Background: an optimization exercise with open tools, aiming at a short achievable clock period and few clock cycles. Do not read the settings as production practice.
In this exercise RTL edits were held to simulation tests only and were not proved equivalent to the original.
Power figures rest on the tool's default switching activity, not on a simulated workload.

**flow/design.v**
```verilog
module alu
(
  input                i_cin,
  input  [15:0]        i_op_a,
  input  [15:0]        i_op_b,
  output logic [15:0]  o_sum,
  output logic         o_z
);
  logic [16:0] s;
  assign s = {i_op_a, 1'b1} + {i_op_b, i_cin};
  assign o_sum = s[16:1];
  assign o_z = ((i_op_a ^ i_op_b) == {i_op_a[14:0] | i_op_b[14:0], i_cin});
endmodule
module regfile
(
  input clk,
  input reset,
  input i_write,
  input [2:0] i_addrw,
  input [15:0] i_data_in,
  output logic [7:0][15:0] o_regs
);
  always_ff @ (posedge clk, posedge reset) begin
    if (reset) o_regs <= '0;
    else if (i_write) o_regs[i_addrw] <= i_data_in;
  end
endmodule
module cpu
(
input clk,
input reset,
output [15:0] o_pc_addr,
output o_pc_rd,
input [15:0] i_pc_rddata,
input [15:0] i_ldst_rddata,
output [15:0] o_ldst_wrdata,
output [15:0] o_ldst_addr,
output o_ldst_rd,
output o_ldst_wr,
output [127:0] o_tb_regs
);
localparam int NB = 8;    
logic [7:0][15:0] rf;
logic [14:0] fa;          
logic        d_valid;
logic [14:0] d_pc, d_pc2;    
logic        d_pt;           
logic [14:0] d_ptgt;         
logic        x_valid;
logic        x_wait;      
logic        x_wa, x_wb;  
logic [15:0] x_a, x_b;    
logic        x_cin;
logic [14:0] x_tgt;       
logic [14:0] x_pc, x_pc2;
logic        x_pt;
logic [14:0] x_ptgt;
logic [7:0]  x_hi;        
logic        x_mvhi, x_flags, x_ld, x_st, x_ldrd, x_stw;
logic        x_br, x_breg, x_jz, x_jn, x_jmp, x_call;
logic        x_wr;
logic [2:0]  x_rd;
logic        w_wr, w_ld;
logic [2:0]  w_rd;
logic [15:0] w_res;
logic        f_n, f_z;
logic [NB-1:0]       b_v;
logic [NB-1:0][14:0] b_tag, b_tgt;
logic [2:0]          b_ptr;     
logic [NB-1:0]       b_hitx;    
logic [15:0] x_sum;
logic        x_z;
logic        x_go, x_take, x_mis;
logic [14:0] x_target, x_redir;
alu alu0 (.i_cin(x_cin), .i_op_a(x_a), .i_op_b(x_b), .o_sum(x_sum), .o_z(x_z));
assign x_go     = x_valid && !x_wait;
assign x_take   = x_br && (x_jmp || (x_jz && f_z) || (x_jn && f_n));
assign x_target = x_breg ? x_a[15:1] : x_tgt;
assign x_mis    = x_go && (x_take ? (!x_pt || (x_breg && x_a[15:1] != x_ptgt)) : x_pt);
assign x_redir  = x_take ? x_target : x_pc2;
assign o_ldst_addr   = x_b;
assign o_ldst_wrdata = x_a;
assign o_ldst_rd     = x_ldrd;
assign o_ldst_wr     = x_stw;
logic [15:0] w_val;
assign w_val = w_ld ? i_ldst_rddata : w_res;
regfile rf0 (.clk(clk), .reset(reset), .i_write(w_wr), .i_addrw(w_rd),
             .i_data_in(w_val), .o_regs(rf));
assign o_tb_regs = rf;
assign o_pc_addr = {fa, 1'b0};
assign o_pc_rd   = 1'b1;
logic          b_hit;
logic [14:0]   b_pred;
always_comb begin
  b_hit = 1'b0;
  b_pred = 15'd0;
  for (int k = 0; k < NB; k++) begin
    if (b_v[k] && b_tag[k] == fa) begin
      b_hit = 1'b1;
      b_pred = b_pred | b_tgt[k];
    end
  end
end
always_comb begin
  for (int k = 0; k < NB; k++) b_hitx[k] = b_v[k] && (b_tag[k] == x_pc);
end
logic [15:0] ir;
logic [3:0]  op;
logic        im;
logic [2:0]  rx, ry, rb;
logic [15:0] imm8;
logic [14:0] tgt_imm;
logic [15:0] va, vb, b_sel;
logic        use_a, use_b;
logic        d_wr, d_sub, d_zero_a, d_mvhi;
logic        ld_a, ld_b, d_live, d_stall, d_redir;
assign ir = i_pc_rddata;
assign op = ir[3:0];
assign im = ir[4];
assign rx = ir[7:5];
assign ry = ir[10:8];
assign d_mvhi = (op == 4'd6);
assign rb = d_mvhi ? rx : ry;          
assign imm8 = {{8{ir[15]}}, ir[15:8]};
assign tgt_imm = d_pc2 + {{4{ir[15]}}, ir[15:5]};
logic        xf_alu, xf_call;
assign xf_alu  = x_valid && x_wr && !x_ld && !x_call;
assign xf_call = x_valid && x_call;
always_comb begin
  if (xf_alu && x_rd == rx) va = x_sum;
  else if (xf_call && rx == 3'd7) va = {x_pc2, 1'b0};
  else if (w_wr && w_rd == rx) va = w_val;
  else va = rf[rx];
  if (xf_alu && x_rd == rb) vb = x_sum;
  else if (xf_call && rb == 3'd7) vb = {x_pc2, 1'b0};
  else if (w_wr && w_rd == rb) vb = w_val;
  else vb = rf[rb];
end
assign d_sub    = (op == 4'd2) || (op == 4'd3);
assign d_zero_a = (op == 4'd0) || d_mvhi;
assign b_sel    = d_mvhi ? {ir[15:8], vb[7:0]} : (im ? imm8 : vb);
assign use_a = (op == 4'd1) || (op == 4'd2) || (op == 4'd3) || (op == 4'd5) ||
               (op[3] && !im);
assign use_b = (!im && (op == 4'd0 || op == 4'd1 || op == 4'd2 || op == 4'd3)) ||
               (op == 4'd4) || (op == 4'd5) || d_mvhi;
assign d_wr  = (op == 4'd0) || (op == 4'd1) || (op == 4'd2) || (op == 4'd4) ||
               d_mvhi || (op == 4'd12);
assign ld_a = x_valid && x_ld && use_a && (x_rd == rx);
assign ld_b = x_valid && x_ld && use_b && (x_rd == rb);
assign d_live  = d_valid && !x_mis;
assign d_stall = d_live && (ld_a || ld_b);
assign d_redir = d_live && !d_pt && im &&
                 ((op == 4'd8) || (op == 4'd12) || (((op == 4'd9) || (op == 4'd10)) && ir[15]));
logic [14:0] fa_next;
always_comb begin
  if (x_mis) fa_next = x_redir;
  else if (d_stall) fa_next = fa;
  else if (d_redir) fa_next = tgt_imm;
  else if (b_hit) fa_next = b_pred;
  else fa_next = fa + 15'd1;
end
always_ff @ (posedge clk, posedge reset) begin
  if (reset) begin
    fa <= 15'd1;      
    d_valid <= 1'b0;
    d_pc <= 15'd0; d_pc2 <= 15'd0; d_pt <= 1'b0; d_ptgt <= 15'd0;
    x_valid <= 1'b0;
    x_wait <= 1'b0;
    x_wa <= 1'b0; x_wb <= 1'b0;
    x_a <= 16'd0; x_b <= 16'd0; x_cin <= 1'b0;
    x_tgt <= 15'd0; x_pc <= 15'd0; x_pc2 <= 15'd0; x_pt <= 1'b0; x_ptgt <= 15'd0;
    x_hi <= 8'd0;
    x_mvhi <= 1'b0; x_flags <= 1'b0; x_ld <= 1'b0; x_st <= 1'b0; x_ldrd <= 1'b0; x_stw <= 1'b0;
    x_br <= 1'b0; x_breg <= 1'b0; x_jz <= 1'b0; x_jn <= 1'b0; x_jmp <= 1'b0; x_call <= 1'b0;
    x_wr <= 1'b0; x_rd <= 3'd0;
    w_wr <= 1'b0; w_ld <= 1'b0; w_rd <= 3'd0; w_res <= 16'd0;
    f_n <= 1'b0; f_z <= 1'b0;
    b_v <= '0; b_ptr <= '0;
  end else begin
    fa      <= fa_next;
    d_valid <= !(x_mis || d_stall || d_redir);
    d_pc    <= fa;
    d_pc2   <= fa + 15'd1;
    d_pt    <= b_hit;
    d_ptgt  <= b_pred;
    if (x_go && x_flags) begin
      f_n <= x_sum[15];
      f_z <= x_z;
    end
    if (x_go && x_take && !(|b_hitx)) begin
      b_v[b_ptr] <= 1'b1;
      b_ptr <= b_ptr + 1'b1;
    end
    w_wr  <= x_go && x_wr;
    w_ld  <= x_ld;
    w_rd  <= x_rd;
    w_res <= x_call ? {x_pc2, 1'b0} : x_sum;
    if (x_wait) begin
      x_wait <= 1'b0;
      x_stw  <= x_st;
      if (x_wa) x_a <= i_ldst_rddata;
      if (x_wb) x_b <= {x_mvhi ? x_hi : i_ldst_rddata[15:8], i_ldst_rddata[7:0]} ^ {16{x_cin}};
    end else begin
      x_valid <= d_live;
      x_wait  <= d_stall;
      x_wa    <= ld_a;
      x_wb    <= ld_b;
      x_a     <= d_zero_a ? 16'd0 : va;
      x_b     <= ((op == 4'd12) ? {d_pc2, 1'b0} : b_sel) ^ {16{d_sub}};
      x_cin   <= d_sub;
      x_tgt   <= tgt_imm;
      x_pc    <= d_pc;
      x_pc2   <= d_pc2;
      x_pt    <= d_pt || d_redir;
      x_ptgt  <= d_pt ? d_ptgt : tgt_imm;
      x_hi    <= ir[15:8];
      x_mvhi  <= d_mvhi;
      x_flags <= (op == 4'd1) || d_sub;
      x_ld    <= (op == 4'd4);
      x_st    <= (op == 4'd5);
      x_ldrd  <= d_live && (op == 4'd4);
      x_stw   <= d_live && (op == 4'd5) && !d_stall;
      x_br    <= op[3];
      x_breg  <= !im;
      x_jz    <= (op == 4'd9);
      x_jn    <= (op == 4'd10);
      x_jmp   <= (op == 4'd8) || (op == 4'd12);
      x_call  <= (op == 4'd12);
      x_wr    <= d_wr;
      x_rd    <= (op == 4'd12) ? 3'd7 : rx;
    end
  end
end
always_ff @ (posedge clk) begin
  if (x_go && x_take) begin
    for (int k = 0; k < NB; k++) begin
      if (b_hitx[k] || (!(|b_hitx) && b_ptr == k)) begin
        b_tag[k] <= x_pc;
        b_tgt[k] <= x_target;
      end
    end
  end
end
endmodule
```
**flow/run.sh**
```bash
#!/bin/bash
# synth_recipe.tcl (not shown) runs the flow's synth.tcl, then flattens the netlist and writes it again
# the make line also repeats each setting of config.mk as NAME=value (left out here)
make -C /OpenROAD-flow-scripts/flow DESIGN_CONFIG=/design/flow/config.mk WORK_HOME=/design/flow/orfs CLKGATE_MAP_FILE= SYNTH_SCRIPT=/design/flow/synth_recipe.tcl finish
```
**flow/config.mk**
```make
export PLATFORM = sky130hd
export DESIGN_NAME = cpu
export DESIGN_NICKNAME = cpu
export VERILOG_FILES = /design/flow/design.v
export SDC_FILE = /design/flow/constraint.sdc
export NUM_CORES = 4
export LEC_CHECK = 0
export CAP_MARGIN = 20
export CORE_MARGIN = 2
export CORE_UTILIZATION = 40
export PLACE_DENSITY = 0.6
export SETUP_SLACK_MARGIN = 4
export SLEW_MARGIN = 20
```
**flow/constraint.sdc**
```tcl
create_clock -name core_clock -period 5.5 [get_ports {clk}]
set_input_delay 1.1000 -clock core_clock [delete_from_list [all_inputs] [get_ports {clk}]]
set_output_delay 1.1000 -clock core_clock [all_outputs]
set_load 0.01 [all_outputs]
```
==> flow_summary_export.csv <==
group,metric,value,unit
yosys,netlist_area,30600,um^2
yosys,synthCells,2708,
worst_setup_path,crit_family,"compound AO/OA/AOI/OAI gates",
worst_setup_path,cp-end-kind,"register",
clock_network,cts_max_path_buffers,3,
pwr,intPower,15.5,mW
floorplan,start_util,40.4,%
clock_network,clk_latency,0.64,ns
routing,firstDrtPassIters,8,
floorplan,rows,101,
routing,postRouteAntennaNets,0,
sta,fmax,315,MHz
clock_network,cts-root-buf,"clkbuf_16",
status,status,"no timing/DRC/antenna violations",
sta,setup_violations,0,
global_routing,first_global_vias,29200,
sta,period_share,57.6,%
run,maxCapViolCount,0,
min_path,hp-start,"d_pc[13]",
clock_network,tritoncts,"done",
layout,layout-drive-gt1-share,52.1,%
yosys,synth_top_cell_by_area,"dfrtp_1",
worst_setup_path,path_buf_inv,3,
sta,skew,0.0307,ns
yosys,synth_edf_count,240,
layout,nets,3672,
routing,drc,0,
yosys,ys.flop_type,"dfrtp_1",
routing,detail_route.wl_per_cell,32.6,um
routing,drt_iter0_markers,4014,
global_routing,grt_pass1_wl,203,mm
min_path,min_path_type,"register to register",
worst_setup_path,crit_slowest_cell,"mux2i_4",
floorplan,fp.dieW,281,um
worst_setup_path,startpoint,"i_pc_rddata[0]",
placement,gp_routability_congestion,0.990,
worst_setup_path,worstPathCellList,"buf_8 > and4bb_4 > buf_6 > mux2i_4 > xnor2_2 > nand4_1 > buf_6 > o211ai_1 > o21ai_1 > a221o_1 > a311oi_1",
sta,finalWorstSetupSlack,2.33,ns
worst_setup_path,worstSetupPathType,"input port to register",
worst_setup_path,r2r_start,"x_pc[14]",
pwr,combPwrFrac,53.9,%
yosys,synthesis.nets,2802,
global_routing,grt_max_degree,75,
sta,fin_setup_tns,0,ns
yosys,synth.most_common_cell,"dfrtp_1",
sta,tightest_slew,1.11,ns
worst_setup_path,cp.arrival,3.68,ns
pwr,p_leak,19.5,nW
yosys,synth_common_cells,"345 x dfrtp_1, 318 x nand2_1, 291 x xnor2_1",
yosys,async_flop_share,59.0,%
clock_network,cts.clk_slew.worst_paths,0.06,ns
layout,syn_to_final_growth,56.9,%
routing,drt_wl_total,150,mm
global_routing,overflow,0,
global_routing,grtUsageTotal,35.7,%
sta,rsz0062_at_grt,"true",
clock_network,postCtsHoldBufs,0,
yosys,ys_warn_count,2,
yosys,syn_area_per_cell,11.3,um^2
global_routing,antenna_found_initial,6,
pwr,vdd_drop_max,0.338,mV
routing,routed_via_density,6.42,
floorplan,coreArea,75800,um^2
sta,slew_headroom,25.7,%
floorplan,design.portCount,213,
yosys,synth.distinct_cells,77,
worst_setup_path,cp_max_fo,9,
yosys,synth_area_leaders,"dfrtp_1 28%, edfxtp_1 24%, xnor2_1 8.3%",
pwr,clockPowerShare,18.1,%
clock_network,clock-sinks,586,
worst_setup_path,crit_path_start_kind,"input port",
floorplan,die_area,78700,um^2
sta,slew_violations,0,
pwr,power_density,553,nW/um^2
clock_network,cts_made_buffers,67,
routing,num_vias,29600,
yosys,synth_top_area_share,28.2,%
placement,port_buffers,210,
pwr,p_seq_share,28.0,%
yosys,yosysSeqAreaShare,51.9,%
sta,hold_viol,0,
pwr,finalPower,26.5,mW
worst_setup_path,cp_data_required_time,6.01,ns
floorplan,die_h,281,um
yosys,ys_ff_latch,586,
sta,worst_hold_slack,0.474,ns
pwr,switching_power,11.1,mW
placement,hpwl,80.7,mm
worst_setup_path,crit_path_max_incr_delay,0.42,ns
sta,min_period,3.17,ns
worst_setup_path,crit_top_cell,"buf_6",
clock_network,htree_levels,3,
pwr,netSwitchingFraction,41.7,%
placement,dp_slack,0.496,ns
==> layout by cell type (no fill, tap or decap), drive strengths merged, types with 25 or more instances in the layout <==
| cell type | n |
|---|---|
| nand3 | 39 |
| ha | 58 |
| nand2 | 322 |
| mux4 | 39 |
| o21ai | 229 |
| nand4 | 73 |
| a211oi | 25 |
| a21oi | 81 |
| edfxtp | 240 |
| xnor2 | 291 |
| mux2 | 89 |
| dfrtp | 345 |
| a221oi | 26 |
| a22o | 76 |
| nor2 | 122 |
| clkbuf | 100 |
| nor4 | 31 |
| buf | 914 |
| xor2 | 50 |
| a22oi | 32 |
| mux2i | 95 |
| inv | 59 |
==> cell type report <==
class                      instances  area (um^2)
sequential                       586        16100
clock buffer                      91         1920
tap                              978         1220
clock inverter                    29          440
fill                            5396        27800
multi-input combinational       1919        18100
timing repair buffer             947        10000
antenna                            4         10.0
inverter                          57          235
==> metal layers <==
layer	global-route usage, %	wire (um)
met3	8.04	16700
met5	0	21
met2	57.1	68100
met1	41.9	50600
met4	27.1	14900
==> power by group through the flow <==
| stage | sequential [mW] | combinational (mW) | clock (mW) |
|---|---|---|---|
| after floorplan | 6.99 | 4.79 | 0 |
| after global placement | 8.11 | 7.72 | 0 |
| after detailed placement | 8.10 | 7.85 | 0 |
| after CTS | 7.29 | 12.3 | 4.78 |
| after global routing | 7.45 | 14.8 | 4.95 |
| final | 7.44 | 14.3 | 4.80 |
==> worst reg2reg max path: cells and delay by family (launching register included) <==
kind	cells	cell delay, ns
and+or+nand+nor	4	0.88
buffers and inverters	5	0.82
DFF	1	0.58
AOI/OAI and AO/OA	1	0.29
xor gates and xnor gates	1	0.27
==> stage by stage <==
stage          util [%]  area, um^2  cells
2_1_floorplan         -       30900   2708
3_3_place_gp       44.8       34000   3816
3_5_place_dp       44.8       34000   3816
4_1_cts            59.6       45200   4480
5_1_grt            63.3       48000   4608
6_report           63.3       48000   4611
==> flip-flops by register name, indices dropped and copies added, names as in the netlist, 16 cells and up <==
name        flops
b_tgt         120
rf0.o_regs    128
x_b            16
b_tag         120
w_res          16
x_a            16
==> what timing repair did <==
item | in CTS | in global routing
resized for setup | 1875 | 430
gates cloned | 44 | 13
buffers inserted | 500 | 114
pin swaps | 264 | 223
setup endpoints to repair | 1177 | 866
==> cells by family after synthesis <==
family | Yosys count | synth area share (%)
and+or+nand+nor | 662 | 10.1
xor gates and xnor gates | 341 | 9.76
muxes | 219 | 9.25
buffers and inverters | 227 | 3.28
adders and majority gates | 60 | 2.50
AOI/OAI and AO/OA | 611 | 13.3
other | 2 | 0.0245
DFF | 586 | 51.9
==> worst paths after layout <==
check	slack (ns)	cells after the start	endpoint
worst max-delay path	2.33	11	x_b[14]
worst min-delay path	0.47	1	x_pc[13]
worst max register to register	2.42	11	b_tgt[70]
worst min register to register	0.47	1	x_pc[13]
max in group asynchronous	3.96	5	x_b[6]
min in group asynchronous	1.09	4	fa[14]
Testbench counts, summed over its fixed seeds: cycles 119,392.

[separate check: timing with driven ports]
How much do the figures lean on ideal ports? The routed layout below was timed once more, with nothing changed but the port constraints.
Step 1, drivers: a clkbuf_16 drives clk and a buf_2 each remaining input, both assumed.
Step 2 moves the port delays by t, midway between the first and last clock arrival at a register: inputs arrive t later, outputs are due t later. That takes back most of the time a late clock gives input paths.
Slacks: ideal ports / drivers / drivers and shift; pairs: ideal ports / drivers.
t (ns): 0.685
setup WS [ns]: 2.330 / 2.289 / 1.603
worst hold slack (ns): 0.474 / 0.474 / 0.474
latest minus earliest clock arrival (ns): 0.033 / 0.033
slew at the worst register clock pin (ns): 0.07 / 0.07
After both steps this run still meets setup and hold. The setup slack of this run moves by -0.041 ns with the drivers and by -0.727 ns with both steps.
